Source: an optimization exercise on an open RTL-to-GDS flow (aim: small area). Production flows keep margins and buffers that such runs may drop. The RTL was checked by simulation tests, not by an equivalence proof against the original design. No activity file was given, so power comes from the tool's default toggle rates.

// parser_wrapper
module parser_wrapper #(
  parameter C_BUS_DATA_WIDTH = 512                 ,
  parameter C_BUS_KEEP_WIDTH = (C_BUS_DATA_WIDTH/8)
) (
  input  wire                        CLK              ,
  input  wire                        RST_N            ,
  input  wire [C_BUS_DATA_WIDTH-1:0] IN_PACKET_TDATA  ,
  output wire                        IN_PACKET_TREADY ,
  input  wire                        IN_PACKET_TVALID ,
  input  wire                        IN_PACKET_TLAST  ,
  input  wire [C_BUS_KEEP_WIDTH-1:0] IN_PACKET_TKEEP  ,
  output wire [C_BUS_DATA_WIDTH-1:0] OUT_PACKET_TDATA ,
  input  wire                        OUT_PACKET_TREADY,
  output wire                        OUT_PACKET_TVALID,
  output wire                        OUT_PACKET_TLAST ,
  output wire [C_BUS_KEEP_WIDTH-1:0] OUT_PACKET_TKEEP ,
  output wire                        RULE_TDATA       ,
  output wire                        RULE_TVALID
);
Size in the first run: about 10 flip-flops, about 0.0053 mm2 of cells after synthesis.
Settings: LEC_CHECK=0, CAP_MARGIN=20, CORE_AREA=5 5 435 435, DIE_AREA=0 0 440 440, SLEW_MARGIN=20, SYNTH_HIERARCHICAL=1, SYNTH_MINIMUM_KEEP_SIZE=0; clock period 5.0 ns.
standard.sh (not shown) runs the stock make flow with config.mk's settings and CLKGATE_MAP_FILE= SYNTH_SCRIPT=/design/flow/synth_recipe.tcl, a recipe that flattens the netlist after the stock synthesis.
==> flow/flow/run.sh <==
#!/bin/bash
# The standard layout with three changes:
#  - ports are buffered with the smallest buffer (buffer_ports -buffer_cell);
#  - after the floorplan, combinational cells are swapped for the smallest
#    cell of their family (flow/downsize.tcl); later repair sizes up as needed;
#  - CTS builds one cluster of sinks with small clock buffers.
# Each step's output goes to a log of its own in this folder.
set -euo pipefail
export RESULTS=$PWD/orfs/results/$FLOW_PLATFORM/parser_wrapper/base
ARGS=(
  "BUFFER_PORTS_ARGS=-buffer_cell sky130_fd_sc_hd__buf_1"
  "CTS_ARGS=-sink_clustering_enable -repair_clock_nets -buf_list sky130_fd_sc_hd__clkbuf_4 -sink_clustering_size 30 -sink_clustering_max_diameter 200 -dont_use_dummy_load"
)
bash standard.sh "${ARGS[@]}" floorplan > flow_floorplan.log 2>&1
openroad -no_init -exit flow/downsize.tcl > flow_downsize.log 2>&1
bash standard.sh "${ARGS[@]}" finish > flow_finish.log 2>&1
==> flow/flow/downsize.tcl <==
# Swap every combinational cell of the floorplan for the smallest cell of the
# same family (nor4_2 -> nor4_1, ...): synthesis sizes them for a load they
# do not have here, and later repair sizes up whatever needs it.
# Flip-flops and the cells the flow itself places are left alone.
set odb $::env(RESULTS)/2_floorplan.odb
read_db $odb
set db [ord::get_db]
set block [ord::get_db_block]
set smallest [dict create]
foreach lib [$db getLibs] {
  foreach m [$lib getMasters] {
    if {![regexp {^(sky130_fd_sc_hd__[a-z0-9]+)_[0-9]+$} [$m getName] -> base]} { continue }
    if {[$m getType] ne "CORE"} { continue }
    set a [expr {[$m getWidth] * [$m getHeight]}]
    if {![dict exists $smallest $base] || $a < [lindex [dict get $smallest $base] 1]} {
      dict set smallest $base [list $m $a]
    }
  }
}
set n 0
foreach inst [$block getInsts] {
  set m [$inst getMaster]
  if {![regexp {^(sky130_fd_sc_hd__[a-z0-9]+)_[0-9]+$} [$m getName] -> base]} { continue }
  if {[regexp {__(s?e?df|dl|dfb|sdf|edf|conb|tap|fill|decap|diode)} $base]} { continue }
  if {![dict exists $smallest $base]} { continue }
  lassign [dict get $smallest $base] best a
  if {$a < [$m getWidth] * [$m getHeight]} {
    puts "downsize [$inst getName]: [$m getName] -> [$best getName]"
    $inst swapMaster $best
    incr n
  }
}
puts "downsized $n cells"
write_db $odb
Edit:
--- a/flow/flow/run.sh
+++ b/flow/flow/run.sh
@@ -10,2 +10,3 @@
 ARGS=(
+  "PRE_IO_PLACEMENT_TCL=$PWD/flow/pins.tcl"
   "BUFFER_PORTS_ARGS=-buffer_cell sky130_fd_sc_hd__buf_1"
==> flow/flow/pins.tcl (new file) <==
# Put the ports that the logic uses (the data bits the filter reads, both
# their input and their output, the handshake, clock, reset and verdict) on
# the bottom edge, so that the logic sits close to them; the pure
# feed-through ports go anywhere else.
set bits {}
for {set k 0} {$k < 8} {incr k} {
  set p [expr {16 + 32 * $k}]
  for {set i 0} {$i < 8} {incr i} {
    lappend bits [expr {$p + $i}] [expr {$p + 40 + $i}]
  }
}
foreach {lo hi} {96 111 184 191 272 303 372 374} {
  for {set i $lo} {$i <= $hi} {incr i} { lappend bits $i }
}
set names {}
foreach b [lsort -integer -unique $bits] {
  lappend names "IN_PACKET_TDATA\[$b\]" "OUT_PACKET_TDATA\[$b\]"
}
lappend names CLK RST_N IN_PACKET_TVALID OUT_PACKET_TVALID IN_PACKET_TLAST \
  OUT_PACKET_TLAST OUT_PACKET_TREADY IN_PACKET_TREADY RULE_TDATA RULE_TVALID
puts "pins on the bottom edge: [llength $names]"
set_io_pin_constraint -pin_names $names -region bottom:*
Settings changed: PLACE_DENSITY set to 0.4.
Result:
- The new run completed without violations
- cell count fell by about 0.3%
- area after synthesis stays the same
- worst setup slack improved by 0.16 ns
- combinational power went down by 35%
- cell area shrinks by 1.2%
- total power shrinks by about 26%
- wire length falls by about 40%
- core utilization is about the same
- hold slack barely changes
- via count shrinks by about 28%
Edit:
Settings changed: PLACE_DENSITY 0.4 to unset.
Effect: The new run never finished: it broke off in global placement; synthesized area stays the same; synthesized cell count stays the same.

## v57
Another version of the RTL of parser_wrapper (not shown whole).
Size in the first run: roughly 670 cells after synthesis, about 5200 um2 of cells after synthesis.
export LEC_CHECK = 0
export CAP_MARGIN = 20
export CORE_AREA = 5 5 195 195
export CTS_BUF_LIST = sky130_fd_sc_hd__clkbuf_2
export DIE_AREA = 0 0 200 200
export SLEW_MARGIN = 20
create_clock -name core_clock -period 5.0 [get_ports {CLK}]
==> flow/flow/run.sh <==
#!/bin/bash
set -euo pipefail
bash standard.sh "BUFFER_PORTS_ARGS=-buffer_cell sky130_fd_sc_hd__buf_1" finish > flow_make.log 2>&1
v57 terminated abnormally: 3_2_place_iop reported PPL-0024.
Setup changes, v57 to v33
-- flow/config.mk --
<<< v57, line 7
export LEC_CHECK = 0
export CAP_MARGIN = 20
export CORE_AREA = 5 5 195 195
export CTS_BUF_LIST = sky130_fd_sc_hd__clkbuf_2
export DIE_AREA = 0 0 200 200
export SLEW_MARGIN = 20
>>> v33, line 7
export LEC_CHECK = 0
export CAP_MARGIN = 20
export CORE_AREA = 5 5 435 435
export CTS_BUF_LIST = sky130_fd_sc_hd__clkbuf_4
export DIE_AREA = 0 0 440 440
export SLEW_MARGIN = 20
v33 went all the way through synthesis, placement and routing and the layout is clean on timing, DRC and antenna.
Overall die width (v33 over v57): increase, 240 um
Taking v57 as the reference, in v33 vertical die dimension up 120%, standard-cell row count up 130%.
Input changes introduced in v43 (baseline for comparison: v33):
-- flow/config.mk --
<<< v33, line 7
export LEC_CHECK = 0
export CAP_MARGIN = 20
export CORE_AREA = 5 5 435 435
export CTS_BUF_LIST = sky130_fd_sc_hd__clkbuf_4
export DIE_AREA = 0 0 440 440
export SLEW_MARGIN = 20
>>> v43, line 7
export LEC_CHECK = 0
export CAP_MARGIN = 20
export CORE_AREA = 5 5 195 195
export CTS_BUF_LIST = sky130_fd_sc_hd__clkbuf_4
export DIE_AREA = 0 0 200 200
export SLEW_MARGIN = 20
Notes after the runs:
Stage in which a tool error killed v43: 3_2_place_iop.
v33 | stages: all done | timing, DRC, antenna: all pass
Part of the Yosys area used for sequential elements came out exactly the same in v43 and v33.
Compared with v33, v43 shows chip width that has gone down by more than half.
[v43] total number of placement rows fell about 56% relative to v33
Effective utilization at floorplan | v43 above v33
Share of flip-flops with an asynchronous set or reset: v43 vs v33 identical
Diff v33..v43 | count of state elements after synthesis | unchanged
Going from v33 to v43, average cell area after synthesis ~0 delta; vertical die dimension fell 240 um; synthesized area level.
Here is what was changed in the inputs of v46 compared with v43.
==> flow/run.sh (new file) <==
#!/bin/bash
# synth_recipe.tcl (not shown) runs the flow's synth.tcl, then flattens the netlist and writes it again
# the make line also repeats each setting of config.mk as NAME=value (left out here)
make -C /OpenROAD-flow-scripts/flow DESIGN_CONFIG=/design/flow/config.mk WORK_HOME=/design/flow/orfs CLKGATE_MAP_FILE= SYNTH_SCRIPT=/design/flow/synth_recipe.tcl finish
-- flow/config.mk --
<<< v43, line 7
export LEC_CHECK = 0
export CAP_MARGIN = 20
export CORE_AREA = 5 5 195 195
export CTS_BUF_LIST = sky130_fd_sc_hd__clkbuf_4
export DIE_AREA = 0 0 200 200
export SLEW_MARGIN = 20
>>> v46, line 7
export LEC_CHECK = 0
export CAP_MARGIN = 20
export CORE_AREA = 5 5 435 435
export DIE_AREA = 0 0 440 440
export SLEW_MARGIN = 20
removed: flow/flow/run.sh
removed: flow/standard.sh
Results
v46: all stages complete, timing, DRC and antenna checks passed. Comparing v43 against v46, there is no change at all in synthesized area. [v46 vs v43] chip height: higher in v46. Between v43 and v46, the overall die width is lower for v43. Comparing v43 against v46, there is no change at all in count of mapped cells out of synthesis.
What v11 does differently from v46 at the input level:
==> flow/flow/run.sh (new file) <==
#!/bin/bash
set -euo pipefail
bash standard.sh "BUFFER_PORTS_ARGS=-buffer_cell sky130_fd_sc_hd__buf_1" finish > flow_make.log 2>&1
==> flow/standard.sh (new file) <==
#!/bin/bash
# synth_recipe.tcl (not shown) runs the flow's synth.tcl, then flattens the netlist and writes it again
# the make line also repeats each setting of config.mk as NAME=value (left out here)
make -C /OpenROAD-flow-scripts/flow DESIGN_CONFIG=/design/flow/config.mk WORK_HOME=/design/flow/orfs CLKGATE_MAP_FILE= SYNTH_SCRIPT=/design/flow/synth_recipe.tcl "${@:-finish}"
removed: flow/run.sh
--- outcome ---
Every stage of the flow completed for v11, and the final layout passed the timing, design-rule and antenna checks. v11 vs v46, instance count: v11 higher. IN_PACKET_TDATA[51] as the launch point of the critical path was reported by v46, and IN_PACKET_TDATA[125] by v11. The overall power of the completed layout reported for v11 is smaller than that of v46 by about 20%. Worst-case setup slack after placement was lower in v46 than in v11. Via count: v11 worse than v46. Taking v46 as the reference point, the layout overhead on the synthesized area of v11 falls by 42 points. v11 against v46: utilization of the core after routing moved down; synthesized net count roughly the same; final RePlAce weighted congestion now sits lower.
[inputs] v19 vs v11
-- flow/config.mk --
<<< v11, line 8
export CAP_MARGIN = 20
export CORE_AREA = 5 5 435 435
export DIE_AREA = 0 0 440 440
export SLEW_MARGIN = 20
>>> v19, line 8
export CAP_MARGIN = 20
export CORE_AREA = 5 5 435 435
export CTS_BUF_LIST = sky130_fd_sc_hd__clkbuf_8
export DIE_AREA = 0 0 440 440
export SLEW_MARGIN = 20
Notes after the runs:
v19 vs. v11: total power draw down about 9%; worst-margin pin slew flat. Cell area after layout sits lower in v19 than in v11. | global-route wire length before repair | v11 vs v19 | ≈ equal |. On v19: hold slack is 0.0072 ns higher than what v11 gave.

-- static timing again, ports no longer ideal --
Ports are ideal in the flow. The routed layouts listed here were re-timed in OpenROAD. Step 1: set_driving_cell puts a clkbuf_16 on CLK and a buf_2 on each other input, an assumption about the parent block. Step 2 adds t to the input delays and takes it off the output delays; t is the mean of the earliest and latest rising clock arrival at the registers after step 1. Input paths then give back, and output paths get back, about the clock's delay inside the block. a / b / c = ideal / step 1 / step 2; a / b = the first two.
run	shift t [ns]	slack for setup (ns)	hold WS [ns]	clock arrival spread, ns	worst slew at a driven data input, ns
the first run of note 1	0.383	2.014 / 1.984 / 1.713	0.374 / 0.374 / 0.374	0.008 / 0.008	0.53
the second run of note 1	0.355	2.173 / 2.131 / 2.008	0.372 / 0.372 / 0.372	0.012 / 0.012	0.59
v33	0.347	2.109 / 2.014 / 1.937	0.363 / 0.363 / 0.363	0.007 / 0.007	0.52
v46	0.299	1.421 / 1.352 / 1.352	0.331 / 0.331 / 0.331	0.001 / 0.001	0.50
v11	0.311	2.106 / 2.012 / 1.927	0.352 / 0.352 / 0.352	0.002 / 0.001	0.52
v19	0.312	2.109 / 2.014 / 1.929	0.359 / 0.359 / 0.359	0.002 / 0.002	0.52
After both steps every run listed still meets setup and hold. For the first run of note 1, which loses most, drivers alone change the setup slack by -0.030 ns; drivers and shift together by -0.301 ns.
